This is an optimization exercise on Yosys and OpenROAD, whose aim is small area and a short achievable clock period, not a production implementation. In this exercise RTL edits were held to simulation tests only and were not proved equivalent to the original. Power figures rest on the tool's default switching activity, not on a simulated workload.

===== design/flow/design.v =====
module bo_in (
	input	logic			rst,
	input	logic	[63:0]	a,
	input	logic			miss,
	input	logic			valid,
	input	logic			pref,
	input	logic			ready,
	input	logic	[7:0]	pt,
	input	logic	[12:0]	out_a,
	input	logic			out_v,
	input	logic	[5:0]	po,
	input	logic	[5:0]	cur_off,	 
	input	logic			cur_neg,	 
	output	logic			q,			 
	output	logic	[7:0]	pt_n,		 
	output	logic	[12:0]	out_a_n,	 
	output	logic			out_v_n,
	output	logic	[5:0]	ra_lo,
	output	logic			ra_inc,
	output	logic			ra_dec,
	output	logic	[5:0]	wr_lo,
	output	logic			wr_inc,
	output	logic			wr_dec
);
	function automatic logic [5:0] inc6(logic [5:0] a);
		inc6 = a ^ {&a[4:0], &a[3:0], &a[2:0], &a[1:0], a[0], 1'b1};
	endfunction
	logic	[6:0]	rs, ws, os;
	logic	[5:0]	oh;
	logic	[12:0]	pf_addr;
	logic			hit, issue;
	assign hit		= ~miss & valid;
	assign q		= ~hit | pt[a[62:60]];
	assign issue	= q & ready & po != 6'd0;
	always_comb begin
		pt_n = pt;
		if (hit)
			pt_n[a[62:60]] = pref;
		if (rst)
			pt_n = '0;
	end
	assign out_a_n	= rst ? 13'd0 : issue ? pf_addr : out_a;
	assign out_v_n	= ~rst & (issue | out_v);
	assign rs		= {1'b0, a[5:0]} + {1'b0, ~cur_off} + 7'd1;
	assign ws		= {1'b0, a[5:0]} + {1'b0, ~po} + 7'd1;
	assign ra_lo	= rs[5:0];
	assign wr_lo	= ws[5:0];
	assign ra_inc	= cur_neg & rs[6];
	assign ra_dec	= ~cur_neg & ~rs[6];
	assign wr_inc	= po[5] & ws[6];
	assign wr_dec	= ~po[5] & ~ws[6];
	assign os		= {1'b0, a[57:52]} + {1'b0, po};
	assign oh		= a[63:58];
	assign pf_addr	= {os[6] & (&oh), os[6] ? inc6(oh) : oh, os[5:0]};
endmodule
module bo_learn (
	input	logic	[6*64-1:0]	mem,	 
	input	logic	[5:0]	ra_lo,		 
	input	logic	[5:0]	a_hi,
	input	logic			ra_inc,
	input	logic			ra_dec,
	input	logic			pnd,
	input	logic	[4:0]	s0,			 
	input	logic	[4:0]	c0,			 
	input	logic	[5:0]	best_q,
	input	logic	[4:0]	nm_p,		 
	input	logic	[5:0]	nbo_p,
	input	logic	[5:0]	cur_off,
	input	logic			last,
	input	logic			end_c,
	input	logic	[4:0]	tl,			 
	output	logic			hitp,
	output	logic	[4:0]	nm,
	output	logic	[5:0]	nbo,
	output	logic			eol,
	output	logic	[5:0]	newpo,
	output	logic	[4:0]	cmax_n,
	output	logic	[5:0]	best_n,
	output	logic	[4:0]	tail
);
	function automatic logic [5:0] inc6(logic [5:0] a);
		inc6 = a ^ {&a[4:0], &a[3:0], &a[2:0], &a[1:0], a[0], 1'b1};
	endfunction
	function automatic logic [5:0] dec6(logic [5:0] a);
		dec6 = a ^ {~|a[4:0], ~|a[3:0], ~|a[2:0], ~|a[1:0], ~a[0], 1'b1};
	endfunction
	logic	[5:0]	rd_tag, ra_hi;
	logic	[5:0]	s1;
	logic			ge0, ge1;
	logic	[4:0]	nm0, nm1;
	logic	[5:0]	nbo0, nbo1;
	logic			eol0, eol1;
	logic	[5:0]	newpo0, newpo1;
	logic	[4:0]	tl1;
	assign rd_tag	= mem[6*ra_lo +: 6];
	assign ra_hi	= ra_inc ? inc6(a_hi) : ra_dec ? dec6(a_hi) : a_hi;
	assign hitp		= pnd & (ra_hi == 6'd0 || rd_tag == ra_hi);
	assign s1		= {1'b0, s0} + 6'd1;
	assign ge0		= s1 >= {1'b0, c0};
	assign nm0		= ge0 ? s1[4:0] : c0;
	assign nbo0		= ge0 ? cur_off : best_q;
	assign eol0		= last && (nm0 == 5'd31 || end_c);
	assign newpo0	= (nm0 <= 5'd1) ? 6'd0 : nbo0;
	assign ge1		= s1 >= {1'b0, nm_p};
	assign nm1		= ge1 ? s1[4:0] : nm_p;
	assign nbo1		= ge1 ? cur_off : nbo_p;
	assign eol1		= last && (nm1 == 5'd31 || end_c);
	assign newpo1	= (nm1 <= 5'd1) ? 6'd0 : nbo1;
	assign nm		= hitp ? nm1 : nm0;
	assign nbo		= hitp ? nbo1 : nbo0;
	assign eol		= hitp ? eol1 : eol0;
	assign newpo	= hitp ? newpo1 : newpo0;
	assign cmax_n	= hitp ? nm_p : c0;
	assign best_n	= hitp ? nbo_p : best_q;
	assign tl1		= tl + 5'd1;
	assign tail		= hitp ? tl1 : tl;
endmodule
module best_offset_prefetcher #(
	parameter	WIDTH		= 64,
	parameter	TAG_WIDTH	= 12,
	parameter	UP_NUM_SET	= 8,
	parameter	UP_NUM_ASSO	= 0
) (
	input		logic					clk,
	input		logic					rst,
	input		logic	[WIDTH - 1:0]	up_address_i,
	input		logic					up_miss_i,
	input		logic					up_valid_i,
	input		logic					up_prefetched_i,
	input		logic					lo_ready_i,
	output		logic	[WIDTH - 1:0]	lo_prefetch_address_o,
	output		logic					lo_prefetch_valid_o
);
	localparam int NOFF = 46;
	function automatic logic [5:0] inc6(logic [5:0] a);
		inc6 = a ^ {&a[4:0], &a[3:0], &a[2:0], &a[1:0], a[0], 1'b1};
	endfunction
	function automatic logic [5:0] dec6(logic [5:0] a);
		dec6 = a ^ {~|a[4:0], ~|a[3:0], ~|a[2:0], ~|a[1:0], ~a[0], 1'b1};
	endfunction
	localparam logic [23*6-1:0] MAGS = {
		6'd1,  6'd2,  6'd3,  6'd4,  6'd5,  6'd6,  6'd7,  6'd8,
		6'd9,  6'd10, 6'd11, 6'd12, 6'd13, 6'd14, 6'd15, 6'd16,
		6'd18, 6'd20, 6'd24, 6'd30, 6'd32, 6'd36, 6'd40};
	function automatic logic [5:0] mag_of(logic [4:0] k);
		mag_of = (k < 5'd23) ? MAGS[6*k +: 6] : 6'd1;
	endfunction
	logic	[5:0]	cur_q;			 
	logic	[6:0]	round_q;		 
	logic			qd;				 
	logic			qr;				 
	logic			clr_d;			 
	logic	[4:0]	cmax_q;			 
	logic	[5:0]	best_q;			 
	logic	[4:0]	nm_p;			 
	logic	[5:0]	nbo_p;			 
	logic			pnd;			 
	logic	[5:0]	ra_lo;			 
	logic			ra_inc, ra_dec;	 
	logic	[5:0]	a_hi;			 
	logic			r0d;			 
	logic	[5:0]	po;				 
	logic	[7:0]	pt;				 
	logic			wr_en;			 
	logic	[5:0]	wr_lo;
	logic			wr_inc, wr_dec;
	logic			rst_d;
	logic	[12:0]	out_a;
	logic			out_v;
	logic	[4:0]	ring [NOFF];
	logic	[6*64-1:0]	mem;		 
	logic	[5:0]	mag, cur_off;
	logic			q;
	logic	[7:0]	pt_n;
	logic	[12:0]	out_a_n;
	logic			out_v_n;
	logic	[5:0]	ra_lo_n, wr_lo_n;
	logic			ra_inc_n, ra_dec_n, wr_inc_n, wr_dec_n;
	logic	[5:0]	cur;
	logic	[6:0]	round_c;
	assign cur		= clr_d ? 6'd0 : !qd ? cur_q : (cur_q == NOFF - 1) ? 6'd0 : cur_q + 6'd1;
	assign round_c	= clr_d ? 7'd0 : (qd && cur_q == NOFF - 1) ? round_q + 7'd1 : round_q;
	assign mag		= mag_of(cur[5:1]);
	assign cur_off	= cur[0] ? mag : -mag;
	bo_in u_in (
		.rst	(rst),
		.a		(up_address_i),
		.miss	(up_miss_i),
		.valid	(up_valid_i),
		.pref	(up_prefetched_i),
		.ready	(lo_ready_i),
		.pt		(pt),
		.out_a	(out_a),
		.out_v	(out_v),
		.po		(po),
		.cur_off(cur_off),
		.cur_neg(~cur[0]),
		.q		(q),
		.pt_n	(pt_n),
		.out_a_n(out_a_n),
		.out_v_n(out_v_n),
		.ra_lo	(ra_lo_n),
		.ra_inc	(ra_inc_n),
		.ra_dec	(ra_dec_n),
		.wr_lo	(wr_lo_n),
		.wr_inc	(wr_inc_n),
		.wr_dec	(wr_dec_n)
	);
	logic	[5:0]	wr_hi, dbus;
	assign wr_hi	= wr_inc ? inc6(a_hi) : wr_dec ? dec6(a_hi) : a_hi;
	assign dbus		= wr_hi & {6{~rst_d}};
	genvar i;
	generate
		for (i = 0; i < 64; i++) begin : g_entry
			always_ff @(posedge clk) begin
				if (rst_d || (wr_en && wr_lo == i))
					mem[6*i +: 6] <= dbus;
			end
		end
	endgenerate
	logic			last, end_c, hitp, eol;
	logic	[4:0]	s0, c0, tl, nm, cmax_n, tail;
	logic	[5:0]	nbo, newpo, best_n;
	assign last		= cur == NOFF - 1;
	assign end_c	= round_c == 7'd99;
	assign s0		= (round_c == 7'd0) ? 5'd0 : (qd ? ring[1] : ring[0]);
	assign c0		= clr_d ? 5'd0 : cmax_q;
	assign tl		= r0d ? 5'd0 : ring[0];
	bo_learn u_learn (
		.mem	(mem),
		.ra_lo	(ra_lo),
		.a_hi	(a_hi),
		.ra_inc	(ra_inc),
		.ra_dec	(ra_dec),
		.pnd	(pnd),
		.s0		(s0),
		.c0		(c0),
		.best_q	(best_q),
		.nm_p	(nm_p),
		.nbo_p	(nbo_p),
		.cur_off(cur_off),
		.last	(last),
		.end_c	(end_c),
		.tl		(tl),
		.hitp	(hitp),
		.nm		(nm),
		.nbo	(nbo),
		.eol	(eol),
		.newpo	(newpo),
		.cmax_n	(cmax_n),
		.best_n	(best_n),
		.tail	(tail)
	);
	always_ff @(posedge clk) begin
		cmax_q	<= cmax_n;
		best_q	<= best_n;
		nm_p	<= nm;
		nbo_p	<= nbo;
		r0d		<= round_c == 7'd0;
		cur_q	<= cur;
		round_q	<= round_c;
		rst_d	<= rst;
		qr		<= q;
		ra_lo	<= ra_lo_n;
		ra_inc	<= ra_inc_n;
		ra_dec	<= ra_dec_n;
		wr_lo	<= wr_lo_n;
		wr_inc	<= wr_inc_n;
		wr_dec	<= wr_dec_n;
		a_hi	<= up_address_i[11:6];
		pt		<= pt_n;
		out_a	<= out_a_n;
		out_v	<= out_v_n;
		if (rst) begin
			qd		<= 1'b0;
			clr_d	<= 1'b1;
			pnd		<= 1'b0;
			po		<= '0;
			wr_en	<= 1'b0;
		end else begin
			if (q && eol)
				po	<= newpo;
			qd		<= q;
			clr_d	<= q & eol;
			pnd		<= q & up_valid_i & ~eol;
			wr_en	<= up_prefetched_i | po == 6'd0;
		end
	end
	generate
		for (i = 0; i < NOFF; i++) begin : g_ring
			always_ff @(posedge clk) begin
				if (qr)
					ring[i] <= (i == NOFF - 1) ? tail : ring[(i + 1) % NOFF];
			end
		end
	endgenerate
	assign lo_prefetch_address_o	= {{(WIDTH - 13){1'b0}}, out_a};
	assign lo_prefetch_valid_o		= out_v;
endmodule

===== design/flow/flow/run.sh =====
#!/bin/bash
# Layout: the standard flow (standard.sh) with these changes to how it is
# made:
#  - Yosys leaves adders to ABC instead of mapping them to ha/fa cells first
#    (ADDER_MAP_FILE empty);
#  - the port buffers that buffer_ports inserts are buf_2 cells;
#  - timing repair works towards a setup slack of 12.6 ns, not 0;
#  - clock tree synthesis clusters up to 28 sinks within 100 um per leaf
#    buffer and adds no dummy loads;
#  - the constant outputs share one tie cell (no tie fanout repair).
set -euo pipefail
bash standard.sh "ADDER_MAP_FILE=" \
	"BUFFER_PORTS_ARGS=-buffer_cell sky130_fd_sc_hd__buf_2" \
	"SETUP_SLACK_MARGIN=12.6" \
	"CTS_ARGS=-sink_clustering_enable -repair_clock_nets -sink_clustering_size 28 -sink_clustering_max_diameter 100 -dont_use_dummy_load" \
	"SKIP_REPAIR_TIE_FANOUT=1" \
	finish > standard_flow.log 2>&1

===== design/flow/standard.sh =====
#!/bin/bash
# synth_recipe.tcl (not shown) runs the flow's synth.tcl, then flattens the netlist and writes it again
# the make line also repeats each setting of config.mk as NAME=value (left out here)
make -C /OpenROAD-flow-scripts/flow DESIGN_CONFIG=/design/flow/config.mk WORK_HOME=/design/flow/orfs CLKGATE_MAP_FILE= SYNTH_SCRIPT=/design/flow/synth_recipe.tcl "${@:-finish}"

===== design/flow/config.mk =====
export PLATFORM = sky130hd
export DESIGN_NAME = best_offset_prefetcher
export DESIGN_NICKNAME = best_offset_prefetcher
export VERILOG_FILES = /design/flow/design.v
export SDC_FILE = /design/flow/constraint.sdc
export NUM_CORES = 4
export LEC_CHECK = 0
export CAP_MARGIN = 20
export CORE_MARGIN = 2
export CORE_UTILIZATION = 65
export CTS_CLUSTER_DIAMETER = 80
export CTS_CLUSTER_SIZE = 24
export SLEW_MARGIN = 20
export SYNTH_HIERARCHICAL = 1
export SYNTH_MINIMUM_KEEP_SIZE = 0

===== design/flow/constraint.sdc =====
create_clock -name core_clock -period 17.0 [get_ports {clk}]
set_input_delay 3.4000 -clock core_clock [delete_from_list [all_inputs] [get_ports {clk}]]
set_output_delay 3.4000 -clock core_clock [all_outputs]
set_load 0.01 [all_outputs]

==> results of run 1 <==
## what timing repair did
item	CTS	global route
cloned	1	1
setup endpoints to repair	63	37
buffers inserted	16	6
gates resized for setup	63	25
pin swaps	4	4
## power by group
group / switching (mW) / total [mW] / internal, mW
clock network: 0.477 / 0.782 / 0.305
logic: 0.255 / 0.395 / 0.140
registers: 0.0591 / 2.13 / 2.07
total: 0.791 / 3.30 / 2.51
## metal layers
metal,up-vias,wire length (µm)
met2,584,26580
met1,7633,25850
met5,-,0
met3,91,3791
li1,6775,-
met4,0,1390
## worst reg2reg max path, stage by stage (launching register included)
cell      delay, ns
dfxtp_2        0.33
clkbuf_8       0.44
mux4_2         0.63
a22oi_1        0.37
a21oi_1        0.14
nor4_2         0.53
xnor2_1        0.20
o211ai_2       0.13
o41ai_4        0.31
buf_12         0.27
a211oi_1       0.11
a211oi_2       0.17
buf_4          0.19
buf_4          0.12
nand3_1        0.08
a21oi_1        0.14
## Yosys stat by module (local to each module, per instance)
module | flip-flops and latches | cells | times used
best_offset_prefetcher | 706 | 1078 | 1
bo_in | 0 | 198 | 1
bo_learn | 0 | 502 | 1
## Yosys cell counts (all sizes together), types with 5 or more instances
| cell type | n |
|---|---|
| edfxtp | 614 |
| buf | 104 |
| dfxtp | 92 |
| mux4 | 78 |
| mux2i | 73 |
| nor2 | 69 |
| nand2 | 60 |
| o21ai | 52 |
| xnor2 | 52 |
| inv | 46 |
| a21o | 45 |
| a21oi | 45 |
| clkbuf | 38 |
| nand3 | 38 |
| nor2b | 37 |
| a22oi | 31 |
| xor2 | 24 |
| nand2b | 21 |
| o21bai | 21 |
| nor3 | 20 |
| a221oi | 14 |
| nand4 | 14 |
| o211ai | 13 |
| a211oi | 12 |
| maj3 | 12 |
| mux2 | 10 |
| and2 | 9 |
| or2 | 9 |
| and3 | 8 |
| a222oi | 7 |
| a22o | 7 |
| a31oi | 7 |
| o22ai | 7 |
| nor4 | 6 |
| a221o | 5 |
| a311oi | 5 |
| and4 | 5 |
| or3 | 5 |
## stage by stage
step	cells	hold WS [ns]	setup slack [ns]
6_report	2342	0.4189	12.54
3_5_place_dp	2289	0.4045	10.89
5_1_grt	2342	0.4286	12.51
2_1_floorplan	1778	0.4003	12.21
3_3_place_gp	2289	0.4031	10.90
4_1_cts	2335	0.4221	12.52
## worst max-delay path by stage
| stage | to | slack [ns] | cells past startpoint |
|---|---|---|---|
| final | lo_prefetch_address_o[11] | 12.54 | 1 |
| after global placement | po[3] | 10.90 | 15 |
| after detailed placement | po[4] | 10.89 | 15 |
| after CTS | lo_prefetch_address_o[5] | 12.52 | 1 |
| after floorplan | pnd | 12.21 | 7 |
| after global routing | lo_prefetch_address_o[5] | 12.51 | 1 |
## state kept, by name, summed over array words and instances (netlist names), 5 cells and up
signal	cells
ring	230
nbo_p	6
mem	384
po	6
nm_p	5
best_q	6
out_a	13
a_hi	6
round_q	7
cur_q	6
wr_lo	6
ra_lo	6
cmax_q	5
pt	8
## logic make-up after synthesis
kind of cell,count (synthesis),share of synthesized area (%)
adder cells (fa/ha/maj),12,0.4287
other,1,0.01298
multiplexers,161,9.128
flip-flops,706,70.19
AND/OR/NAND/NOR,320,5.850
AO/OA/AOI/OAI,311,8.189
buffers and inverters,191,3.902
XOR/XNOR,76,2.304
## area by class of cell
class	count	area (µm²)
Multi-Input combinational cell	882	7699
Inverter	49	188.9
Timing Repair Buffer	84	737.0
Clock buffer	29	725.7
Fill cell	2905	13610
Tap cell	592	740.7
Sequential cell	706	20330
==> impl_results.md, run 1 <==
* Largest cells by area after synthesis: edfxtp_1 (64%), dfxtp_1 (6.4%), mux4_2 (5.4%)
* # IOs at 135
* Post-synth top area cell: edfxtp_1
* Met2 usage at 37.64%
* Worst-skew pair later-pin latency at 0.63 ns
* Per-cell routed wire length at 24.60 µm
* Critical path's top delay family: flip-flops
* Ratio of cells with drive above 1 in the final layout at 17.03%
* # DRC at 0
* FP Rows at 77
* F_max at 224.2 MHz
* NumNets Final at 1822
* Cts hold-fix bufs at 0
* Syn Area/Cell at 16.25 µm²
* Port bufs at 43
* H-tree levels at 1
* Commonest non-fill, non-tap cell in the layout: edfxtp_1
* FFs w/ async S/R, synth at 0%
* Max transition margin at 29.66%
* EDFF count, synth at 614
* Routed Antenna Nets at 0
* Die area at 0.04615 mm²
* R2R depth at 15
* Warning count from the yosys run at 10
* R2r endpoint: po[3]
* Gr usage total at 24.60%
* Clk slew on worst S/H paths at 0.11 ns
* Critical Path RT at 13.60 ns
* CTS buffer count at 29
* Slew @ Worst Pin at 1.046 ns
* Layout area overhead at 5.287%
* Status: timing/DRC/antenna clean
* Hold depth at 0
* Post-Syn Area at 0.02889 mm²
* Finish-stage setup viols at 0
* Slew Limit Fails at 0
* Post-Route Skew at 0.06383 ns
* CTS tree: yes
* First-pass GRT wire length at 85730 µm
* Busiest grt layer: met1
* Core ar. at 0.04403 mm²
* Hold endpoint: ring[10][2]
* Max_cap viols at 0
* Root buf cell: clkbuf_16
* Number of global-route vias before repair at 14.20k
* GRT met1 Usage at 38.88%
* TNS Setup at 0 ns
* Final Hold Fails at 0
* Power Total at 3.304 mW
* Unique masters post-synth at 98
* Power density over the cells at 108.6 mW/mm²
* GRT overflow at 0
* CP Capture Type: output port
* Iter 0 DRT Violations at 1647
* CP Class: reg2out
* Antenna diode count at 0
* Min-delay worst type: reg2reg
* Post-synthesis sequential area ratio at 70.19%
* Final instance area at 0.03042 mm²
* Final cell utilization of the core at 69.10%
* Met3 Use GR at 2.633%
* Top-area cell type share of the netlist area at 63.81%
* CP max stage delay at 0.35 ns
* Worst EP arrival at 1.06 ns
* First-pass iteration count of the detailed router at 5
* Clock sink count at 706
* Initial antenna violation count at 0
* Worst Path Max Fanout at 2
* Chip Height at 214.8 µm
* Register bit total from synthesis at 706
* Post-detail-place hpwl at 35940 µm
* FF-to-FF setup slack at 12.75 ns
* Fraction of the cycle the final worst path needs at 26.23%
* Minimum clock period at 4.460 ns
* Placed instance area at 0.02913 mm²
* Starting Density at 65.63%
* Pin count of the biggest net entering global routing at 90
* Die width at 214.8 µm
* Via density at 6.440
* Primary FF master, synth: edfxtp_1
* Hold Startpoint: ring[11][2]
* Most frequent cells in the layout: edfxtp_1 (614), mux2i_1 (70), mux4_2 (69), dfxtp_1 (65), nand2_1 (59)
* CP Launch Point: out_a[11]
* CP cell instances: buf_6
* Via count at 15.08k
* RSZ-0062 raised after global routing: yes
* Max rail drop VDD at 88.08 µV
* Cells after Synth at 1778
* Routability Congestion at 0.8726
* Startpoint Class: flip-flop
* Slowest cell on the critical path: dfxtp_2
* Buf/Inv on CP at 1
* Syn nets at 1848
* Worst R2R Start: ra_lo[2]
* Max clock buf depth at 3
* Total Wirelength at 57610 µm
* Leak pwr at 10.71 nW
==> run 2, diff against run 1 <==
==> design/flow/flow/run.sh (replaced) <==
#!/bin/bash
# Layout: the standard flow (standard.sh) with these changes to how it is
# made:
#  - Yosys leaves adders to ABC instead of mapping them to ha/fa cells first
#    (ADDER_MAP_FILE empty);
#  - the port buffers that buffer_ports inserts are buf_2 cells;
#  - timing repair works towards a setup slack of 12.6 ns, not 0;
#  - clock tree synthesis clusters up to 24 sinks within 80 um per leaf
#    buffer and adds no dummy loads;
#  - the constant outputs share one tie cell (no tie fanout repair).
set -euo pipefail
bash standard.sh "ADDER_MAP_FILE=" \
	"BUFFER_PORTS_ARGS=-buffer_cell sky130_fd_sc_hd__buf_2" \
	"SETUP_SLACK_MARGIN=12.6" \
	"CTS_ARGS=-sink_clustering_enable -repair_clock_nets -sink_clustering_size 24 -sink_clustering_max_diameter 80 -dont_use_dummy_load" \
	"SKIP_REPAIR_TIE_FANOUT=1" \
	finish > standard_flow.log 2>&1
==> run 2 against run 1 <==
Compared with the run above: register-to-register slack gained 0.07 ns; sequential share of layout area down 0.49 points; critical path depth is the same; core utilization rose by 0.51 points; combinational power is essentially flat; largest power group unchanged.
==> impl_results.md, run 2 <==
* Top flop regs: mem (384), ring (230), out_a (13) (unchanged)
* Cts hold-fix bufs at 0 (unchanged)
* Total net switching power at 0.8077 mW (was 0.7911 mW)
* TNS Setup at 0 ns (unchanged)
* Clock sink count at 706 (unchanged)
* Power Total at 3.415 mW (was 3.304 mW)
* Largest register FFs at 384 (unchanged)
* Wire length on met3 at 3809 µm (was 3791 µm)
* Leak pwr at 10.82 nW (was 10.71 nW)
* # IOs at 135 (unchanged)
* Clk slew on worst S/H paths at 0.08 ns (was 0.11 ns)
* Hold WS at 0.4228 ns (was 0.4189 ns)
* CP max stage delay at 0.33 ns (was 0.35 ns)
* # DRC at 0 (unchanged)
* CTS buffer count at 38 (was 29)
* Minimum clock period at 4.421 ns (was 4.460 ns)
* Status: timing/DRC/antenna clean (unchanged)
* RSZ-0062 raised after global routing: yes (unchanged)
* Post-Syn Area at 0.02889 mm² (unchanged)
* Slew Limit Fails at 0 (unchanged)
* Warning count from the yosys run at 10 (unchanged)
* Register bit total from synthesis at 706 (unchanged)
* Final instance area at 0.03065 mm² (was 0.03042 mm²)
* H-tree levels at 2 (was 1)
* Port bufs at 43 (unchanged)
* Iter 0 DRT Violations at 1713 (was 1647)
* Flop pwr share at 62.3% (was 64.4%)
* CP Class: reg2out (unchanged)
* Core ar. at 0.04403 mm² (unchanged)
* Max rail drop VDD at 112.3 µV (was 88.08 µV)
* Max_cap viols at 0 (unchanged)
* Gr usage total at 25.22% (was 24.60%)
* Buf/Inv on CP at 1 (unchanged)
* Clock network power share at 26.2% (was 23.7%)
* Cells after Synth at 1778 (unchanged)
* Critical path's top delay family: flip-flops (unchanged)
* Fraction of the cycle the final worst path needs at 26.00% (was 26.23%)
* R2R depth at 15 (unchanged)
* Unique masters post-synth at 98 (unchanged)
* Post-detail-place hpwl at 35940 µm (unchanged)
* Slowest cell on the critical path: dfxtp_2 (unchanged)
* Hold endpoint: ring[10][2] (unchanged)
* Critical Path RT at 13.60 ns (about the same)
* Chip Height at 214.8 µm (unchanged)
* Die width at 214.8 µm (unchanged)
* GRT overflow at 0 (unchanged)
* Top-area cell type share of the netlist area at 63.81% (unchanged)
* Post-Route Skew at 0.04312 ns (was 0.06383 ns)
* Routed metal-1 wire length at 26060 µm (was 25850 µm)
* Finish-stage setup viols at 0 (unchanged)
* Slew @ Worst Pin at 1.050 ns (was 1.046 ns)
* Count leader, synth: edfxtp_1 (unchanged)
* NumNets Final at 1830 (was 1822)
* Max clock buf depth at 3 (unchanged)
* Starting Density at 65.63% (unchanged)
* Ratio of cells with drive above 1 in the final layout at 17.35% (was 17.03%)
* Most frequent cells in the layout: edfxtp_1 (614), mux2i_1 (70), mux4_2 (69), dfxtp_1 (65), nand2_1 (59) (unchanged)
* Per-cell routed wire length at 24.64 µm (was 24.60 µm)
* Placed instance area at 0.02913 mm² (unchanged)
* Worst EP arrival at 1.02 ns (was 1.06 ns)
* FP Rows at 77 (unchanged)
* Number of global-route vias before repair at 14.28k (was 14.20k)
* First-pass iteration count of the detailed router at 5 (unchanged)
* Routed Antenna Nets at 0 (unchanged)
* Post-synth top area cell: edfxtp_1 (unchanged)
* Syn Area/Cell at 16.25 µm² (unchanged)
* Combinational power share at 11.5% (was 12.0%)
* Sw frac at 23.65% (was 23.94%)
* Met2 Routed Length at 26750 µm (was 26580 µm)
* Antenna diode count at 0 (unchanged)
* Final Hold Fails at 0 (unchanged)
* Post-synthesis sequential area ratio at 70.19% (unchanged)
* Worst-skew pair later-pin latency at 0.59 ns (was 0.63 ns)
* CP cell instances: buf_6 (unchanged)
* R2r endpoint: po[1] (was po[3])
* Syn nets at 1848 (unchanged)
* EDFF count, synth at 614 (unchanged)
* WP depth at 1 (unchanged)
* FFs w/ async S/R, synth at 0% (unchanged)
* Register with the most flip-flops: mem (unchanged)
* Via density at 6.397 (was 6.440)
* Routability Congestion at 0.8726 (unchanged)
* Total Wirelength at 57900 µm (was 57610 µm)
* Die area at 0.04615 mm² (unchanged)
* DR top layer: met4 (unchanged)
* Max transition margin at 29.35% (was 29.66%)
* Min-delay worst type: reg2reg (unchanged)
* Hold depth at 0 (unchanged)
* Hold Startpoint: ring[11][2] (unchanged)
* Worst R2R Start: ra_lo[2] (unchanged)
* FF-to-FF setup slack at 12.82 ns (was 12.75 ns)
* Commonest non-fill, non-tap cell in the layout: edfxtp_1 (unchanged)
* CTS tree: yes (unchanged)
* Synth top cells by count: edfxtp_1 (614), dfxtp_1 (92), mux2i_1 (73) (unchanged)
* Worst Path Max Fanout at 2 (unchanged)
* Layout area overhead at 6.071% (was 5.287%)
* Primary FF master, synth: edfxtp_1 (unchanged)
* Startpoint Class: flip-flop (unchanged)
* Pin count of the biggest net entering global routing at 90 (unchanged)
* Power density over the cells at 111.4 mW/mm² (was 108.6 mW/mm²)
* P_int at 2.607 mW (was 2.513 mW)
* F_max at 226.2 MHz (was 224.2 MHz)
* CP Capture Type: output port (unchanged)
* First-pass GRT wire length at 86800 µm (was 85730 µm)
* Via count at 15.03k (was 15.08k)
* Largest cells by area after synthesis: edfxtp_1 (64%), dfxtp_1 (6.4%), mux4_2 (5.4%) (unchanged)
* Initial antenna violation count at 0 (unchanged)
* Root buf cell: clkbuf_16 (unchanged)
* Fillers at 2878 (was 2905)
==> run 2: what timing repair did <==
action | 4_1_cts | 5_1_grt
pin swaps | 4 | 4
cloned | 2 | 0
endpoints found under the hold margin | 0 | 0
buffers inserted | 16 | 5
endpoints found under the setup margin | 63 | 37
resized for setup | 65 | 22
==> run 2: how the worst max path moves through the flow <==
stage | from | to | slack [ns]
final | out_a[11] | lo_prefetch_address_o[11] | 12.58
after global routing | out_a[11] | lo_prefetch_address_o[11] | 12.54
after CTS | out_a[5] | lo_prefetch_address_o[5] | 12.55
after detailed placement | ra_lo[0] | po[4] | 10.89
after global placement | ra_lo[0] | po[3] | 10.90
after floorplan | up_address_i[60] | pnd | 12.21
==> run 2: per-module statistics from Yosys (local to each module, per instance) <==
| module | flip-flops and latches | cells inside |
|---|---|---|
| best_offset_prefetcher | 706 | 1078 |
| bo_learn | 0 | 502 |
| bo_in | 0 | 198 |
==> run 2: logic make-up after synthesis <==
group / Yosys count / synth area share [%]
other cells: 1 / 0.01298
fa+ha+maj: 12 / 0.4287
buf+inv: 191 / 3.902
flops: 706 / 70.19
compound gates: 311 / 8.189
xor+xnor: 76 / 2.304
simple gates: 320 / 5.850
mux: 161 / 9.128
==> run 2: metal layers <==
metal  track usage (%)  vias to the layer above
met5                 0                        -
met4             6.319                        0
li1                  -                     6790
met1             39.40                     7591
met2             38.06                      567
met3             3.652                       85
==> run 2: through the flow <==
step / cells / setup slack, ns / utilization (%)
after floorplan: 1778 / 12.21 / -
after global placement: 2289 / 10.90 / 66.15
after detailed placement: 2289 / 10.89 / 66.15
after CTS: 2345 / 12.55 / 69.28
after global routing: 2350 / 12.54 / 69.61
final: 2350 / 12.58 / 69.61
==> run 2: final cells by class <==
cell class | count | area, µm² | share of cell area, %
clock buffer | 38 | 950.9 | 3.103
inverter | 49 | 188.9 | 0.6165
multi-input combinational | 882 | 7697 | 25.12
sequential | 706 | 20330 | 66.34
tap | 592 | 740.7 | 2.417
timing repair buffer | 83 | 739.5 | 2.413
==> run 2: power by group through the flow <==
stage	Combinational, mW	Clock [mW]	Sequential, mW
detailed placement	0.374	0	2.17
global route	0.417	0.972	2.14
finish	0.392	0.895	2.13
global placement	0.370	0	2.16
floorplan	0.270	0	2.15
CTS	0.385	0.917	2.13
==> run 3, diff against run 2 <==
--- a/design/flow/design.v
+++ b/design/flow/design.v
@@ -63,15 +63,14 @@
 	input	logic	[4:0]	s0,			 
 	input	logic	[4:0]	c0,			 
 	input	logic	[5:0]	best_q,
-	input	logic	[4:0]	nm_p,		 
-	input	logic	[5:0]	nbo_p,
+	input	logic			ge_q,		 
+	input	logic	[5:0]	prev_off,	 
 	input	logic	[5:0]	cur_off,
 	input	logic			last,
 	input	logic			end_c,
 	input	logic	[4:0]	tl,			 
 	output	logic			hitp,
-	output	logic	[4:0]	nm,
-	output	logic	[5:0]	nbo,
+	output	logic			ge,
 	output	logic			eol,
 	output	logic	[5:0]	newpo,
 	output	logic	[4:0]	cmax_n,
@@ -92,6 +91,8 @@
 	logic			eol0, eol1;
 	logic	[5:0]	newpo0, newpo1;
 	logic	[4:0]	tl1;
+	logic	[4:0]	nm_p;
+	logic	[5:0]	nbo_p;
 	assign rd_tag	= mem[6*ra_lo +: 6];
 	assign ra_hi	= ra_inc ? inc6(a_hi) : ra_dec ? dec6(a_hi) : a_hi;
 	assign hitp		= pnd & (ra_hi == 6'd0 || rd_tag == ra_hi);
@@ -101,13 +102,14 @@
 	assign nbo0		= ge0 ? cur_off : best_q;
 	assign eol0		= last && (nm0 == 5'd31 || end_c);
 	assign newpo0	= (nm0 <= 5'd1) ? 6'd0 : nbo0;
+	assign nm_p		= ge_q ? tl1 : c0;
+	assign nbo_p	= ge_q ? prev_off : best_q;
 	assign ge1		= s1 >= {1'b0, nm_p};
 	assign nm1		= ge1 ? s1[4:0] : nm_p;
 	assign nbo1		= ge1 ? cur_off : nbo_p;
 	assign eol1		= last && (nm1 == 5'd31 || end_c);
 	assign newpo1	= (nm1 <= 5'd1) ? 6'd0 : nbo1;
-	assign nm		= hitp ? nm1 : nm0;
-	assign nbo		= hitp ? nbo1 : nbo0;
+	assign ge		= hitp ? ge1 : ge0;
 	assign eol		= hitp ? eol1 : eol0;
 	assign newpo	= hitp ? newpo1 : newpo0;
 	assign cmax_n	= hitp ? nm_p : c0;
@@ -152,8 +154,7 @@
 	logic			clr_d;			 
 	logic	[4:0]	cmax_q;			 
 	logic	[5:0]	best_q;			 
-	logic	[4:0]	nm_p;			 
-	logic	[5:0]	nbo_p;			 
+	logic			ge_q;			 
 	logic			pnd;			 
 	logic	[5:0]	ra_lo;			 
 	logic			ra_inc, ra_dec;	 
@@ -182,6 +183,9 @@
 	assign round_c	= clr_d ? 7'd0 : (qd && cur_q == NOFF - 1) ? round_q + 7'd1 : round_q;
 	assign mag		= mag_of(cur[5:1]);
 	assign cur_off	= cur[0] ? mag : -mag;
+	logic	[5:0]	prev_mag;
+	assign prev_mag	= mag_of(cur_q[5:1]);
+	assign prev_off	= cur_q[0] ? prev_mag : -prev_mag;
 	bo_in u_in (
 		.rst	(rst),
 		.a		(up_address_i),
@@ -219,8 +223,9 @@
 		end
 	endgenerate
 	logic			last, end_c, hitp, eol;
-	logic	[4:0]	s0, c0, tl, nm, cmax_n, tail;
-	logic	[5:0]	nbo, newpo, best_n;
+	logic			ge;
+	logic	[4:0]	s0, c0, tl, cmax_n, tail;
+	logic	[5:0]	newpo, best_n, prev_off;
 	assign last		= cur == NOFF - 1;
 	assign end_c	= round_c == 7'd99;
 	assign s0		= (round_c == 7'd0) ? 5'd0 : (qd ? ring[1] : ring[0]);
@@ -236,15 +241,14 @@
 		.s0		(s0),
 		.c0		(c0),
 		.best_q	(best_q),
-		.nm_p	(nm_p),
-		.nbo_p	(nbo_p),
+		.ge_q	(ge_q),
+		.prev_off(prev_off),
 		.cur_off(cur_off),
 		.last	(last),
 		.end_c	(end_c),
 		.tl		(tl),
 		.hitp	(hitp),
-		.nm		(nm),
-		.nbo	(nbo),
+		.ge		(ge),
 		.eol	(eol),
 		.newpo	(newpo),
 		.cmax_n	(cmax_n),
@@ -254,8 +258,7 @@
 	always_ff @(posedge clk) begin
 		cmax_q	<= cmax_n;
 		best_q	<= best_n;
-		nm_p	<= nm;
-		nbo_p	<= nbo;
+		ge_q	<= ge;
 		r0d		<= round_c == 7'd0;
 		cur_q	<= cur;
 		round_q	<= round_c;
--- a/design/flow/config.mk
+++ b/design/flow/config.mk
@@ -10,6 +10,7 @@
 export CORE_UTILIZATION = 65
 export CTS_CLUSTER_DIAMETER = 80
 export CTS_CLUSTER_SIZE = 24
+export PLACE_DENSITY = 0.9
 export SLEW_MARGIN = 20
 export SYNTH_HIERARCHICAL = 1
 export SYNTH_MINIMUM_KEEP_SIZE = 0
==> run 3 against run 2 <==
Compared with the run above: still clean on timing, DRC and antenna; sequential power hardly changed; final cell count is 5.9% higher; cell area is 0.86% higher; power is 1.2% lower; fmax is 0.96% lower; die area is 0.15% higher; combinational power is 6.6% lower; synthesized cell count is 7.4% higher; first-iteration DRC count is 50% higher; clock skew is 0.030 ns higher; largest power group unchanged; highest routed layer unchanged.
==> impl_results.md, run 3 <==
* Status: timing/DRC/antenna clean (unchanged)
* Finish-stage setup viols at 0 (unchanged)
* Initial antenna violation count at 1 (was 0)
* FF-to-FF setup slack at 12.72 ns (was 12.82 ns)
* Hold endpoint: ring[28][3] (was ring[10][2])
* Worst Path Max Fanout at 5 (was 2)
* First-pass iteration count of the detailed router at 6 (was 5)
* Core ar. at 0.04412 mm² (was 0.04403 mm²)
* Root buf cell: clkbuf_16 (unchanged)
* Sw frac at 24.33% (was 23.65%)
* Warning count from the yosys run at 10 (unchanged)
* CP max stage delay at 0.43 ns (was 0.33 ns)
* Flop pwr share at 63.0% (was 62.3%)
* P_int at 2.553 mW (was 2.607 mW)
* Gr usage total at 27.57% (was 25.22%)
* H-tree levels at 2 (unchanged)
* Minimum clock period at 4.464 ns (was 4.421 ns)
* CTS buffer count at 36 (was 38)
* Fraction of the cycle the final worst path needs at 26.26% (was 26.00%)
* Syn Area/Cell at 15.16 µm² (was 16.25 µm²)
* Final cell utilization of the core at 70.05% (was 69.61%)
* CTS tree: yes (unchanged)
* Die area at 0.04623 mm² (was 0.04615 mm²)
* Power density over the cells at 109.2 mW/mm² (was 111.4 mW/mm²)
* FP Rows at 77 (unchanged)
* Min-delay worst type: reg2reg (unchanged)
* R2r endpoint: po[5] (was po[1])
* Port bufs at 43 (unchanged)
* Slowest cell on the critical path: or3b_4 (was dfxtp_2)
* CP Class: in2reg (was reg2out)
* F_max at 224.0 MHz (was 226.2 MHz)
* Register with the most flip-flops: mem (unchanged)
* Critical path's top delay family: simple AND/OR/NAND/NOR gates (was flip-flops)
* Routability Congestion at 0.9560 (was 0.8726)
* Pin count of the biggest net entering global routing at 98 (was 90)
* R2R depth at 19 (was 15)
* Worst R2R Start: qd (was ra_lo[2])
* Critical Path RT at 17.50 ns (was 13.60 ns)
* CP cell instances: buf_2, or3b_4, o22ai_4, buf_12, buf_6, nor3_4, mux2i_2, o211a_1 (was buf_6)
* Number of global-route vias before repair at 16.32k (was 14.28k)
* Worst EP arrival at 4.96 ns (was 1.02 ns)
* Max rail drop VDD at 128.0 µV (was 112.3 µV)
* Clk slew on worst S/H paths at 0.10 ns (was 0.08 ns)
* Hold Startpoint: ring[29][3] (was ring[11][2])
* Die width at 215 µm (was 214.8 µm)
* GRT overflow at 0 (unchanged)
* Total net switching power at 0.8209 mW (was 0.8077 mW)
* # DRC at 0 (unchanged)
* Slew Limit Fails at 0 (unchanged)
* Slew @ Worst Pin at 1.349 ns (was 1.050 ns)
* Clock network power share at 26.2% (about the same)
* CP Capture Type: flip-flop (was output port)
* Combinational power share at 10.8% (was 11.5%)
* NumNets Final at 1968 (was 1830)
* Final Hold Fails at 0 (unchanged)
* Cell count after placement at 2415 (was 2289)
* Routed Antenna Nets at 0 (unchanged)
* Top flop regs: mem (384), ring (230), out_a (13) (unchanged)
* Startpoint Class: primary input (was flip-flop)
* Post-Route Skew at 0.07314 ns (was 0.04312 ns)
* Iter 0 DRT Violations at 2576 (was 1713)
* Hold depth at 0 (unchanged)
* Buf/Inv on CP at 3 (was 1)
* Total Wirelength at 66240 µm (was 57900 µm)
* # IOs at 135 (unchanged)
* Via density at 6.953 (was 6.397)
* Max transition margin at 9.358% (was 29.35%)
* Starting Density at 65.58% (was 65.63%)
* Ratio of cells with drive above 1 in the final layout at 15.77% (was 17.35%)
* Non-filler cells, final at 2488 (was 2350)
* Cts hold-fix bufs at 0 (unchanged)
* Largest register FFs at 384 (unchanged)
* Per-cell routed wire length at 26.63 µm (was 24.64 µm)
* Layout area overhead at 6.814% (was 6.071%)
* Via count at 17.30k (was 15.03k)
* Chip Height at 215 µm (was 214.8 µm)
* Max_cap viols at 0 (unchanged)
* Post-detail-place hpwl at 38810 µm (was 35940 µm)
* RSZ-0062 raised after global routing: yes (unchanged)
* First-pass GRT wire length at 96910 µm (was 86800 µm)
* Post-Syn Area at 0.02894 mm² (was 0.02889 mm²)
* Leak pwr at 11.01 nW (was 10.82 nW)
* Max clock buf depth at 3 (unchanged)
* Antenna diode count at 0 (unchanged)
* Worst-skew pair later-pin latency at 0.60 ns (was 0.59 ns)
* Clock sink count at 696 (was 706)
* Cells after Synth at 1909 (was 1778)
* TNS Setup at 0 ns (unchanged)
* Most frequent cells in the layout: edfxtp_1 (614), mux2i_1 (126), nand2_1 (97), nor2_1 (79), dfxtp_1 (56) (was edfxtp_1 (614), mux2i_1 (70), mux4_2 (69), dfxtp_1 (65), nand2_1 (59))
* Syn nets at 1979 (was 1848)
* Commonest non-fill, non-tap cell in the layout: edfxtp_1 (unchanged)
[run 3: stage by stage]
stage | hold WS, ns | worst slack [ns] | area [µm²] | total power [mW]
after CTS | 0.3902 | 12.55 | 30520 | 3.353
after global routing | 0.4098 | 12.52 | 30910 | 3.455
after detailed placement | 0.4045 | 11.52 | 29230 | 2.487
after global placement | 0.4028 | 11.69 | 29210 | 2.460
after floorplan | 0.4003 | 12.21 | 28980 | 2.369
final | 0.3902 | 12.54 | 30910 | 3.374
[run 3: how the worst max path moves through the flow]
stage / startpoint / to / slack, ns / cells past startpoint
floorplan: up_address_i[60] / pnd / 12.21 / 7
CTS: out_a[3] / lo_prefetch_address_o[3] / 12.55 / 1
global placement: up_address_i[60] / out_a[1] / 11.69 / 6
detailed placement: cur_q[2] / po[1] / 11.52 / 17
finish: up_valid_i / out_a[5] / 12.54 / 8
global route: out_a[8] / lo_prefetch_address_o[8] / 12.52 / 1
[run 3: per-layer routing]
layer  routed length, µm  track usage [%]
met1               24090            37.70
met2               31270            44.15
met3                7654            5.407
met4                3228            11.33
met5                   0                0
[run 3: repair_timing]
| item | CTS | global route |
|---|---|---|
| gates resized for setup | 78 | 34 |
| endpoints found under the setup margin | 52 | 31 |
| pin swaps | 3 | 15 |
| gates cloned | 1 | 2 |
| buffers inserted | 6 | 28 |
| endpoints found under the hold margin | 0 | 0 |
[run 3: final cells by class]
| cell class | instances | area (µm²) |
|---|---|---|
| Tap cell | 592 | 740.7 |
| Sequential cell | 696 | 20140 |
| Multi-Input combinational cell | 1031 | 8103 |
| Fill cell | 2671 | 13210 |
| Timing Repair Buffer | 99 | 894.6 |
| Inverter | 34 | 132.6 |
| Clock buffer | 36 | 900.9 |
[run 3: power groups by stage]
stage | Sequential, mW | Clock [mW] | Combinational (mW)
4_1_cts | 2.13 | 0.886 | 0.339
2_1_floorplan | 2.12 | 0 | 0.247
3_5_place_dp | 2.16 | 0 | 0.326
3_3_place_gp | 2.15 | 0 | 0.312
6_report | 2.13 | 0.883 | 0.366
5_1_grt | 2.14 | 0.935 | 0.381
==> run 4, diff against run 3 <==
--- a/design/flow/config.mk
+++ b/design/flow/config.mk
@@ -10,7 +10,6 @@
 export CORE_UTILIZATION = 65
 export CTS_CLUSTER_DIAMETER = 80
 export CTS_CLUSTER_SIZE = 24
-export PLACE_DENSITY = 0.9
 export SLEW_MARGIN = 20
 export SYNTH_HIERARCHICAL = 1
 export SYNTH_MINIMUM_KEEP_SIZE = 0
==> run 4 against run 3 <==
Compared with the run above: clock skew rose by 0.0063 ns; power fell by 1.1%; critical endpoint is now lo_prefetch_address_o[6]; first-iteration DRC count fell by 36%.
==> impl_results.md, run 4 <==
* Status: timing/DRC/antenna clean (unchanged)
* Worst slack, placed at 11.55 ns (was 11.52 ns)
* Iter 0 DRT Violations at 1654 (was 2576)
* NumNets Final at 1954 (was 1968)
* CP Class: reg2out (was in2reg)
* Most frequent cells in the layout: edfxtp_1 (614), mux2i_1 (127), nand2_1 (97), nor2_1 (79), dfxtp_1 (58) (was edfxtp_1 (614), mux2i_1 (126), nand2_1 (97), nor2_1 (79), dfxtp_1 (56))
* First-pass GRT wire length at 91940 µm (was 96910 µm)
* Critical path's top delay family: flip-flops (was simple AND/OR/NAND/NOR gates)
* Number of global-route vias before repair at 15.10k (was 16.32k)
* Power Total at 3.339 mW (was 3.374 mW)
* CTS tree: yes (unchanged)
* CTS buffer count at 36 (unchanged)
* Worst-skew pair later-pin latency at 0.60 ns (about the same)
* P_int at 2.548 mW (was 2.553 mW)
* Clock network power share at 26.0% (was 26.2%)
* FP Rows at 77 (unchanged)
* Buf/Inv on CP at 1 (was 3)
* Register with the most flip-flops: mem (unchanged)
* Warning count from the yosys run at 10 (unchanged)
* Layout area overhead at 6.196% (was 6.814%)
* Syn Area/Cell at 15.16 µm² (unchanged)
* Cts hold-fix bufs at 0 (unchanged)
* Met2 Routed Length at 27640 µm (was 31270 µm)
* Antenna diode count at 0 (unchanged)
* TNS Setup at 0 ns (unchanged)
* Slowest cell on the critical path: dfxtp_2 (was or3b_4)
* Post-Syn Area at 0.02894 mm² (unchanged)
* Final instance area at 0.03073 mm² (was 0.03091 mm²)
* Die area at 0.04623 mm² (unchanged)
* Clk slew on worst S/H paths at 0.08 ns (was 0.10 ns)
* Slew @ Worst Pin at 1.104 ns (was 1.349 ns)
* # DRC at 0 (unchanged)
* Max_cap viols at 0 (unchanged)
* First-pass iteration count of the detailed router at 5 (was 6)
* Max transition margin at 25.86% (was 9.358%)
* Non-filler cells, final at 2474 (was 2488)
* Via count at 15.96k (was 17.30k)
* Final worst slack at 12.62 ns (was 12.54 ns)
* Port bufs at 43 (unchanged)
* CP Capture Type: output port (was flip-flop)
* DR top layer: met4 (unchanged)
* Via density at 6.452 (was 6.953)
* Routability Congestion at 0.8881 (was 0.9560)
* Finish-stage setup viols at 0 (unchanged)
* Flop pwr share at 63.3% (was 63.0%)
* Hold WS at 0.4226 ns (was 0.3902 ns)
* Ratio of cells with drive above 1 in the final layout at 15.57% (was 15.77%)
* Final Hold Fails at 0 (unchanged)
* Max clock buf depth at 3 (unchanged)
* Worst EP arrival at 0.98 ns (was 4.96 ns)
* Min-delay worst type: reg2reg (unchanged)
* FF-to-FF setup slack at 12.67 ns (was 12.72 ns)
* Fraction of the cycle the final worst path needs at 25.74% (was 26.26%)
* Startpoint Class: flip-flop (was primary input)
* Post-detail-place hpwl at 37820 µm (was 38810 µm)
* Commonest non-fill, non-tap cell in the layout: edfxtp_1 (unchanged)
* Total net switching power at 0.7904 mW (was 0.8209 mW)
* Cell count after placement at 2416 (was 2415)
* Total Wirelength at 61390 µm (was 66240 µm)
* Post-Route Skew at 0.07945 ns (was 0.07314 ns)
* Minimum clock period at 4.376 ns (was 4.464 ns)
* Die width at 215 µm (unchanged)
* CP max stage delay at 0.34 ns (was 0.43 ns)
* Leak pwr at 10.93 nW (was 11.01 nW)
* Worst Path Max Fanout at 2 (was 5)
* Per-cell routed wire length at 24.81 µm (was 26.63 µm)
* Sw frac at 23.67% (was 24.33%)
* Syn nets at 1979 (unchanged)
* Pin count of the biggest net entering global routing at 99 (was 98)
* RSZ-0062 raised after global routing: yes (unchanged)
* GRT overflow at 0 (unchanged)
* Wire length on met3 at 4673 µm (was 7654 µm)
* Placed instance area at 0.02923 mm² (about the same)
* Chip Height at 215 µm (unchanged)
* Initial antenna violation count at 0 (was 1)
* Register area at 0.02013 mm² (was 0.02014 mm²)
* Routed Antenna Nets at 0 (unchanged)
* Root buf cell: clkbuf_16 (unchanged)
* Max rail drop VDD at 103.6 µV (was 128.0 µV)
* Multi-input logic area at 0.008130 mm² (was 0.008103 mm²)
* Fillers at 3023 (was 2671)
* F_max at 228.5 MHz (was 224.0 MHz)
* Power density over the cells at 108.6 mW/mm² (was 109.2 mW/mm²)
* Clock sink count at 696 (unchanged)
* Final cell utilization of the core at 69.65% (was 70.05%)
* Cells after Synth at 1909 (unchanged)
* Top flop regs: mem (384), ring (230), out_a (13) (unchanged)
* Critical Path RT at 13.60 ns (was 17.50 ns)
* H-tree levels at 2 (unchanged)
* Core ar. at 0.04412 mm² (unchanged)
* Routed metal-1 wire length at 27530 µm (was 24090 µm)
* Starting Density at 65.58% (unchanged)
* Slew Limit Fails at 0 (unchanged)
* CP cell instances: buf_6 (was buf_2, or3b_4, o22ai_4, buf_12, buf_6, nor3_4, mux2i_2, o211a_1)
* Gr usage total at 26.43% (was 27.57%)
* Largest register FFs at 384 (unchanged)
* Combinational power share at 10.6% (was 10.8%)
* # IOs at 135 (unchanged)
==> run 4: changes by cell type in the layout (fill, tap and decap cells not counted), sizes merged <==
cell  change
buf      -13
nor2      -1
==> run 4: cell type report <==
type,count,share of cell area [%]
well taps,592,2.410
repair buffers,86,2.264
inverters,34,0.4234
flip-flops and latches,696,65.52
multi-input cells,1030,26.46
clock buffers,36,2.931
==> run 4: power groups by stage <==
stage | clock (mW) | sequential, mW | combinational, mW
final | 0.870 | 2.11 | 0.354
after floorplan | 0 | 2.12 | 0.247
after CTS | 0.888 | 2.12 | 0.344
after global placement | 0 | 2.15 | 0.326
after detailed placement | 0 | 2.15 | 0.332
after global routing | 0.940 | 2.13 | 0.377
==> run 4: final timing paths <==
kind,from,endpoint,depth (start not counted)
worst min-delay path,ring[26][2],ring[25][2],0
worst min register to register,ring[26][2],ring[25][2],0
worst max register to register,ra_lo[1],po[3],15
worst max-delay path,out_a[6],lo_prefetch_address_o[6],1
==> run 4: per-layer routing <==
layer  global-route usage (%)  up-vias
met4                    7.632        0
met1                    40.72     8055
met3                    5.053       92
met5                        0        -
met2                    39.02      602
li1                         -     7213
==> run 4: what timing repair did <==
action,in CTS,in global routing
pin swaps,3,9
buffers inserted,7,13
cloned,1,1
resized for setup,72,36
setup endpoints to repair,49,24
==> run 5, diff against run 4 <==
--- a/design/flow/config.mk
+++ b/design/flow/config.mk
@@ -10,6 +10,7 @@
 export CORE_UTILIZATION = 65
 export CTS_CLUSTER_DIAMETER = 80
 export CTS_CLUSTER_SIZE = 24
+export PLACE_DENSITY = 0.75
 export SLEW_MARGIN = 20
 export SYNTH_HIERARCHICAL = 1
 export SYNTH_MINIMUM_KEEP_SIZE = 0
==> run 5 against run 4 <==
Compared with the run above: clock power hardly changed; non-clock buffer count rose by 17; largest power group unchanged; worst hold slack worse by 0.054 ns; via count is 2.0% higher; critical endpoint is now lo_prefetch_address_o[5]; cell area is 0.53% higher; final cell count up 0.73%; sequential power hardly changed; synthesized cell count did not move; global-route usage down 0.50 points.
==> impl_results.md, run 5 <==
* Status: timing/DRC/antenna clean (unchanged)
* Syn nets at 1979 (unchanged)
* Critical path's top delay family: flip-flops (unchanged)
* Most frequent cells in the layout: edfxtp_1 (614), mux2i_1 (127), nand2_1 (97), nor2_1 (79), dfxtp_1 (55) (was edfxtp_1 (614), mux2i_1 (127), nand2_1 (97), nor2_1 (79), dfxtp_1 (58))
* Warning count from the yosys run at 10 (unchanged)
* Via density at 6.535 (was 6.452)
* Initial antenna violation count at 0 (unchanged)
* Starting Density at 65.58% (unchanged)
* Total Wirelength at 60540 µm (was 61390 µm)
* Slew Limit Fails at 0 (unchanged)
* NumNets Final at 1972 (was 1954)
* # IOs at 135 (unchanged)
* First-pass iteration count of the detailed router at 5 (unchanged)
* Worst-skew pair later-pin latency at 0.58 ns (was 0.60 ns)
* Power Total at 3.339 mW (about the same)
* Cells after Synth at 1909 (unchanged)
* Slew @ Worst Pin at 1.202 ns (was 1.104 ns)
* Number of global-route vias before repair at 15.38k (was 15.10k)
* Critical Path RT at 13.60 ns (about the same)
* CP max stage delay at 0.35 ns (was 0.34 ns)
* F_max at 228.4 MHz (was 228.5 MHz)
* Buf/Inv on CP at 1 (unchanged)
* Minimum clock period at 4.379 ns (was 4.376 ns)
* Min-delay worst type: reg2reg (unchanged)
* Routability Congestion at 0.8934 (was 0.8881)
* CTS buffer count at 36 (unchanged)
* Chip Height at 215 µm (unchanged)
* Max transition margin at 19.22% (was 25.86%)
* Commonest non-fill, non-tap cell in the layout: edfxtp_1 (unchanged)
* Final instance area at 0.03090 mm² (was 0.03073 mm²)
* Largest register FFs at 384 (unchanged)
* CP cell instances: buf_6 (unchanged)
* Non-filler cells, final at 2492 (was 2474)
* Post-detail-place hpwl at 36890 µm (was 37820 µm)
* Fraction of the cycle the final worst path needs at 25.76% (was 25.74%)
* Ratio of cells with drive above 1 in the final layout at 16.00% (was 15.57%)
* Worst EP arrival at 0.98 ns (about the same)
* Port bufs at 43 (unchanged)
* Max clock buf depth at 3 (unchanged)
* Placed instance area at 0.02921 mm² (was 0.02923 mm²)
* Clock sink count at 696 (unchanged)
* Layout area overhead at 6.762% (was 6.196%)
* Gr usage total at 25.93% (was 26.43%)
* H-tree levels at 2 (unchanged)
* Top flop regs: mem (384), ring (230), out_a (13) (unchanged)
* # DRC at 0 (unchanged)
* Max_cap viols at 0 (unchanged)
* Slowest cell on the critical path: dfxtp_2 (unchanged)
* Iter 0 DRT Violations at 1628 (was 1654)
* Power density over the cells at 108.1 mW/mm² (was 108.6 mW/mm²)
* Routed Antenna Nets at 0 (unchanged)
* First-pass GRT wire length at 90980 µm (was 91940 µm)
* CP Class: reg2out (unchanged)
* CTS tree: yes (unchanged)
* Worst Path Max Fanout at 2 (unchanged)
* Die area at 0.04623 mm² (unchanged)
* Finish-stage setup viols at 0 (unchanged)
* Worst slack, placed at 11.50 ns (was 11.55 ns)
* GRT overflow at 0 (unchanged)
* Post-Route Skew at 0.05574 ns (was 0.07945 ns)
* Core ar. at 0.04412 mm² (unchanged)
* Syn Area/Cell at 15.16 µm² (unchanged)
* Startpoint Class: flip-flop (unchanged)
* Clk slew on worst S/H paths at 0.08 ns (about the same)
* TNS Setup at 0 ns (unchanged)
* Fillers at 2930 (was 3023)
* CP Capture Type: output port (unchanged)
* Cell count after placement at 2414 (was 2416)
* Register with the most flip-flops: mem (unchanged)
* Final Hold Fails at 0 (unchanged)
* Pin count of the biggest net entering global routing at 98 (was 99)
* Leak pwr at 11.02 nW (was 10.93 nW)
* Root buf cell: clkbuf_16 (unchanged)
* Antenna diode count at 0 (unchanged)
* Die width at 215 µm (unchanged)
* Max rail drop VDD at 91.20 µV (was 103.6 µV)
* Final worst slack at 12.62 ns (about the same)
* Post-Syn Area at 0.02894 mm² (unchanged)
* Via count at 16.28k (was 15.96k)
* FP Rows at 77 (unchanged)
* RSZ-0062 raised after global routing: yes (unchanged)
* Per-cell routed wire length at 24.29 µm (was 24.81 µm)
## run 5: changes by cell type in the layout (fill, tap and decap cells not counted), moves of 3 or more
cell / change
a22oi_2: -3
a22oi_1: +3
buf_6: +6
dfxtp_1: -3
buf_4: +14
buf_2: -4
## run 5: layout make-up
class                           count  area [µm²]  area share (%)
Inverter                           34       130.1          0.4212
Tap cell                          592       740.7           2.397
Multi-Input combinational cell   1031        8085           26.17
Clock buffer                       36       900.9           2.916
Timing Repair Buffer              103       898.4           2.908
Sequential cell                   696       20140           65.19
## run 5: repair_timing
item	4_1_cts	5_1_grt
pin swaps	4	11
hold buffers	0	0
cloned	1	1
resized for setup	79	27
buffers inserted	15	25
setup endpoints to repair	53	24
## run 5: path summary, 6_finish.rpt
check	slack (ns)	cells past startpoint	end	start
worst min register to register	0.37	0	ring[41][3]	ring[42][3]
worst max-delay path	12.62	1	lo_prefetch_address_o[5]	out_a[5]
worst min-delay path	0.37	0	ring[41][3]	ring[42][3]
worst max register to register	12.79	20	po[2]	qd
## run 5: where the power goes
part | internal [mW] | total (mW) | switching (mW) | leakage, nW
sequential | 2.04 | 2.12 | 0.0804 | 7.01
combinational | 0.128 | 0.347 | 0.220 | 3.56
clock | 0.380 | 0.868 | 0.488 | 0.444
total | 2.55 | 3.34 | 0.788 | 11.0
## run 5: routing by layer
layer | track usage [%] | part of all wire (%) | vias to the layer above
li1 | - | - | 7261
met4 | 7.632 | 2.9 | 0
met1 | 39.30 | 42 | 8152
met3 | 4.232 | 8.9 | 113
met5 | 0 | 0 | -
met2 | 39.47 | 46 | 758
## run 5: stage by stage
stage	util [%]	hold WS [ns]
6_report	70.02	0.3687
5_1_grt	70.02	0.3689
4_1_cts	69.21	0.3690
3_5_place_dp	66.19	0.4045
3_3_place_gp	66.19	0.4013
2_1_floorplan	-	0.4003
==> run 6, diff against run 5 <==
==> design/flow/flow/run.sh (replaced) <==
#!/bin/bash
# Layout: the standard flow (standard.sh) with these changes to how it is
# made:
#  - Yosys leaves adders to ABC instead of mapping them to ha/fa cells first
#    (ADDER_MAP_FILE empty);
#  - the port buffers that buffer_ports inserts are buf_2 cells;
#  - timing repair works towards a setup slack of 12.6 ns, not 0;
#  - clock tree synthesis clusters up to 28 sinks within 100 um per leaf
#    buffer and adds no dummy loads;
#  - the constant outputs share one tie cell (no tie fanout repair).
set -euo pipefail
bash standard.sh "ADDER_MAP_FILE=" \
	"BUFFER_PORTS_ARGS=-buffer_cell sky130_fd_sc_hd__buf_2" \
	"SETUP_SLACK_MARGIN=12.6" \
	"CTS_ARGS=-sink_clustering_enable -repair_clock_nets -sink_clustering_size 28 -sink_clustering_max_diameter 100 -dont_use_dummy_load" \
	"SKIP_REPAIR_TIE_FANOUT=1" \
	finish > standard_flow.log 2>&1
--- a/design/flow/config.mk
+++ b/design/flow/config.mk
@@ -10,7 +10,6 @@
 export CORE_UTILIZATION = 65
 export CTS_CLUSTER_DIAMETER = 80
 export CTS_CLUSTER_SIZE = 24
-export PLACE_DENSITY = 0.75
 export SLEW_MARGIN = 20
 export SYNTH_HIERARCHICAL = 1
 export SYNTH_MINIMUM_KEEP_SIZE = 0
==> run 6 against run 5 <==
Compared with the run above: final cell count fell by 0.92%; core utilization is 0.75 points lower; sequential power hardly changed; worst hold slack better by 0.052 ns; count of clock-buffer cells in the layout is 7 lower; largest cell class unchanged; combinational power rose by 1%; register-to-register slack lost 0.03 ns; routed wire length rose by 1.2%; power fell by 2.7%.
==> impl_results.md, run 6 <==
* Status: timing/DRC/antenna clean (unchanged)
* Slew Limit Fails at 0 (unchanged)
* Ratio of cells with drive above 1 in the final layout at 14.97% (was 16.00%)
* Largest register FFs at 384 (unchanged)
* CP Class: reg2out (unchanged)
* R2R depth at 14 (was 20)
* Max rail drop VDD at 97.68 µV (was 91.20 µV)
* Register area at 0.02014 mm² (about the same)
* First-pass iteration count of the detailed router at 6 (was 5)
* Hold depth at 0 (unchanged)
* Fraction of the cycle the final worst path needs at 26.31% (was 25.76%)
* # DRC at 0 (unchanged)
* Worst EP arrival at 1.07 ns (was 0.98 ns)
* Cells after Synth at 1909 (unchanged)
* Wire length on met3 at 4906 µm (was 5409 µm)
* RSZ-0062 raised after global routing: yes (unchanged)
* Pin count of the biggest net entering global routing at 99 (was 98)
* Max transition margin at 27.36% (was 19.22%)
* Buf/Inv on CP at 1 (unchanged)
* Initial antenna violation count at 0 (unchanged)
* Total Wirelength at 61240 µm (was 60540 µm)
* Multi-input logic area at 0.008078 mm² (was 0.008085 mm²)
* H-tree levels at 1 (was 2)
* Minimum clock period at 4.474 ns (was 4.379 ns)
* Core ar. at 0.04412 mm² (unchanged)
* F_max at 223.5 MHz (was 228.4 MHz)
* CP max stage delay at 0.36 ns (was 0.35 ns)
* WP depth at 1 (unchanged)
* Cell count after placement at 2416 (was 2414)
* Max_cap viols at 0 (unchanged)
* GRT overflow at 0 (unchanged)
* CP cell instances: buf_6 (unchanged)
* Finish-stage setup viols at 0 (unchanged)
* Per-cell routed wire length at 24.80 µm (was 24.29 µm)
* Die width at 215 µm (unchanged)
* Top flop regs: mem (384), ring (230), out_a (13) (unchanged)
* Routability Congestion at 0.8881 (was 0.8934)
* Post-detail-place hpwl at 37820 µm (was 36890 µm)
* Antenna diode count at 0 (unchanged)
* Max clock buf depth at 3 (unchanged)
* Final Hold Fails at 0 (unchanged)
* TNS Setup at 0 ns (unchanged)
* FP Rows at 77 (unchanged)
* Post-Route Skew at 0.05800 ns (was 0.05574 ns)
* Via count at 16.02k (was 16.28k)
* CTS tree: yes (unchanged)
* Gr usage total at 26.12% (was 25.93%)
* Syn nets at 1979 (unchanged)
* Die area at 0.04623 mm² (unchanged)
* DR top layer: met4 (unchanged)
* Worst Path Max Fanout at 2 (unchanged)
* Most frequent cells in the layout: edfxtp_1 (614), mux2i_1 (127), nand2_1 (97), nor2_1 (79), dfxtp_1 (55) (unchanged)
* Root buf cell: clkbuf_16 (unchanged)
* Starting Density at 65.58% (unchanged)
* Slew @ Worst Pin at 1.081 ns (was 1.202 ns)
* Register with the most flip-flops: mem (unchanged)
* Iter 0 DRT Violations at 1673 (was 1628)
* Clock sink count at 696 (unchanged)
* Routed metal-1 wire length at 27160 µm (was 25620 µm)
* Routed Antenna Nets at 0 (unchanged)
* Power density over the cells at 106.3 mW/mm² (was 108.1 mW/mm²)
* Critical path's top delay family: flip-flops (unchanged)
* Commonest non-fill, non-tap cell in the layout: edfxtp_1 (unchanged)
* Met2 Routed Length at 27600 µm (was 27770 µm)
* Slowest cell on the critical path: dfxtp_2 (unchanged)
* Critical Path RT at 13.60 ns (about the same)
* Number of global-route vias before repair at 14.96k (was 15.38k)
* Warning count from the yosys run at 10 (unchanged)
* First-pass GRT wire length at 91580 µm (was 90980 µm)
* # IOs at 135 (unchanged)
* Min-delay worst type: reg2reg (unchanged)
* Post-Syn Area at 0.02894 mm² (unchanged)
* Fillers at 3048 (was 2930)
* Non-filler cells, final at 2469 (was 2492)
* Syn Area/Cell at 15.16 µm² (unchanged)
* Chip Height at 215 µm (unchanged)
* CTS buffer count at 29 (was 36)
* Cts hold-fix bufs at 0 (unchanged)
* Worst-skew pair later-pin latency at 0.62 ns (was 0.58 ns)
* CP Capture Type: output port (unchanged)
* Port bufs at 43 (unchanged)
* NumNets Final at 1949 (was 1972)
* Via density at 6.487 (was 6.535)
* Layout area overhead at 5.612% (was 6.762%)
* Clk slew on worst S/H paths at 0.11 ns (was 0.08 ns)
* Startpoint Class: flip-flop (unchanged)
* Leak pwr at 10.84 nW (was 11.02 nW)
==> run 6: cell count changes in the layout (fill, tap and decap cells not counted), moves of 2 or more <==
cell and change:
buf_4 -9, clkbuf_16 -5, buf_12 -3, buf_6 -2
==> run 6: metrics by stage <==
step	utilization, %	hold slack, ns	setup WS, ns	instance area [µm²]	power, mW
after floorplan	-	0.4003	12.21	28980	2.369
after global placement	66.24	0.4032	11.60	29230	2.474
after detailed placement	66.25	0.4045	11.55	29230	2.485
after CTS	68.61	0.4227	12.49	30280	3.258
after global routing	69.27	0.4271	12.48	30560	3.353
final	69.27	0.4211	12.53	30560	3.249
==> run 6: repair_timing <==
item                       in CTS  in global routing
cloned                          0                  3
buffers inserted                4                 17
pin swaps                       1                  8
resized for setup              76                 22
setup endpoints to repair      53                 35
==> run 6: path summary, 6_finish.rpt <==
kind / to / startpoint / slack, ns
max reg2reg: po[3] / ra_lo[2] / 12.76
max: lo_prefetch_address_o[10] / out_a[10] / 12.53
min: ring[39][1] / ring[40][1] / 0.42
min reg2reg: ring[39][1] / ring[40][1] / 0.42
==> run 6: area by class of cell <==
cell class                 instances  area share [%]
multi-input combinational       1030           26.43
tap                              592           2.424
sequential                       696           65.89
timing repair buffer              88           2.456
inverter                          34          0.4258
clock buffer                      29           2.374
==> run 6: per-layer routing <==
layer	up-vias	global-route usage (%)
li1	7203	-
met5	-	0
met1	8092	40.61
met2	618	38.98
met3	103	4.515
met4	0	6.575
==> run 6: report_power, final <==
part	total, mW	internal [mW]	switching, mW
logic	0.352	0.125	0.228
registers	2.12	2.04	0.0717
clock network	0.781	0.305	0.476
total	3.25	2.47	0.775
==> run 6: worst register-to-register path, cell delays in order, from the launching register on <==
cell	delay (ns)
dfxtp_4	0.64
buf_6	0.49
mux4_2	0.48
and3_1	0.21
a31oi_1	0.15
o2111a_1	0.35
a21oi_1	0.11
o211ai_1	0.26
a2111oi_4	0.08
buf_4	0.23
or4b_1	0.51
and4_2	0.31
nand2_4	0.12
nand2_1	0.06
a21oi_1	0.16

## re-timing with driven ports
In the flow no input, the clock included, has a driving cell. The finished layouts below were timed again as built, in two steps. Step 1 assumes that a clkbuf_16 drives the clock port and a buf_2 every other input. Step 2 also shifts input and output timing later by t, the mid clock arrival at the registers, as if the neighbouring blocks saw the same clock. Three values: no drivers, after step 1, after step 2; two values: the first two.
run | t, ns | slack for setup (ns) | hold WS [ns] | latest minus earliest clock arrival (ns) | worst data-port slew with drivers (ns)
run 1 | 0.654 | 12.540 / 12.486 / 12.040 | 0.419 / 0.419 / 0.419 | 0.069 / 0.069 | 0.04
run 2 | 0.623 | 12.579 / 12.524 / 12.025 | 0.423 / 0.423 / 0.423 | 0.043 / 0.043 | 0.04
run 3 | 0.625 | 12.536 / 12.491 / 11.890 | 0.390 / 0.390 / 0.390 | 0.074 / 0.073 | 0.09
run 4 | 0.614 | 12.624 / 12.566 / 12.029 | 0.423 / 0.423 / 0.423 | 0.079 / 0.080 | 0.07
run 5 | 0.608 | 12.621 / 12.564 / 12.024 | 0.369 / 0.369 / 0.369 | 0.055 / 0.056 | 0.06
run 6 | 0.651 | 12.526 / 12.466 / 12.009 | 0.421 / 0.421 / 0.421 | 0.069 / 0.069 | 0.04
After both steps every run listed still meets setup and hold. For run 3, which loses most, drivers alone change the setup slack by -0.045 ns; drivers and shift together by -0.646 ns.
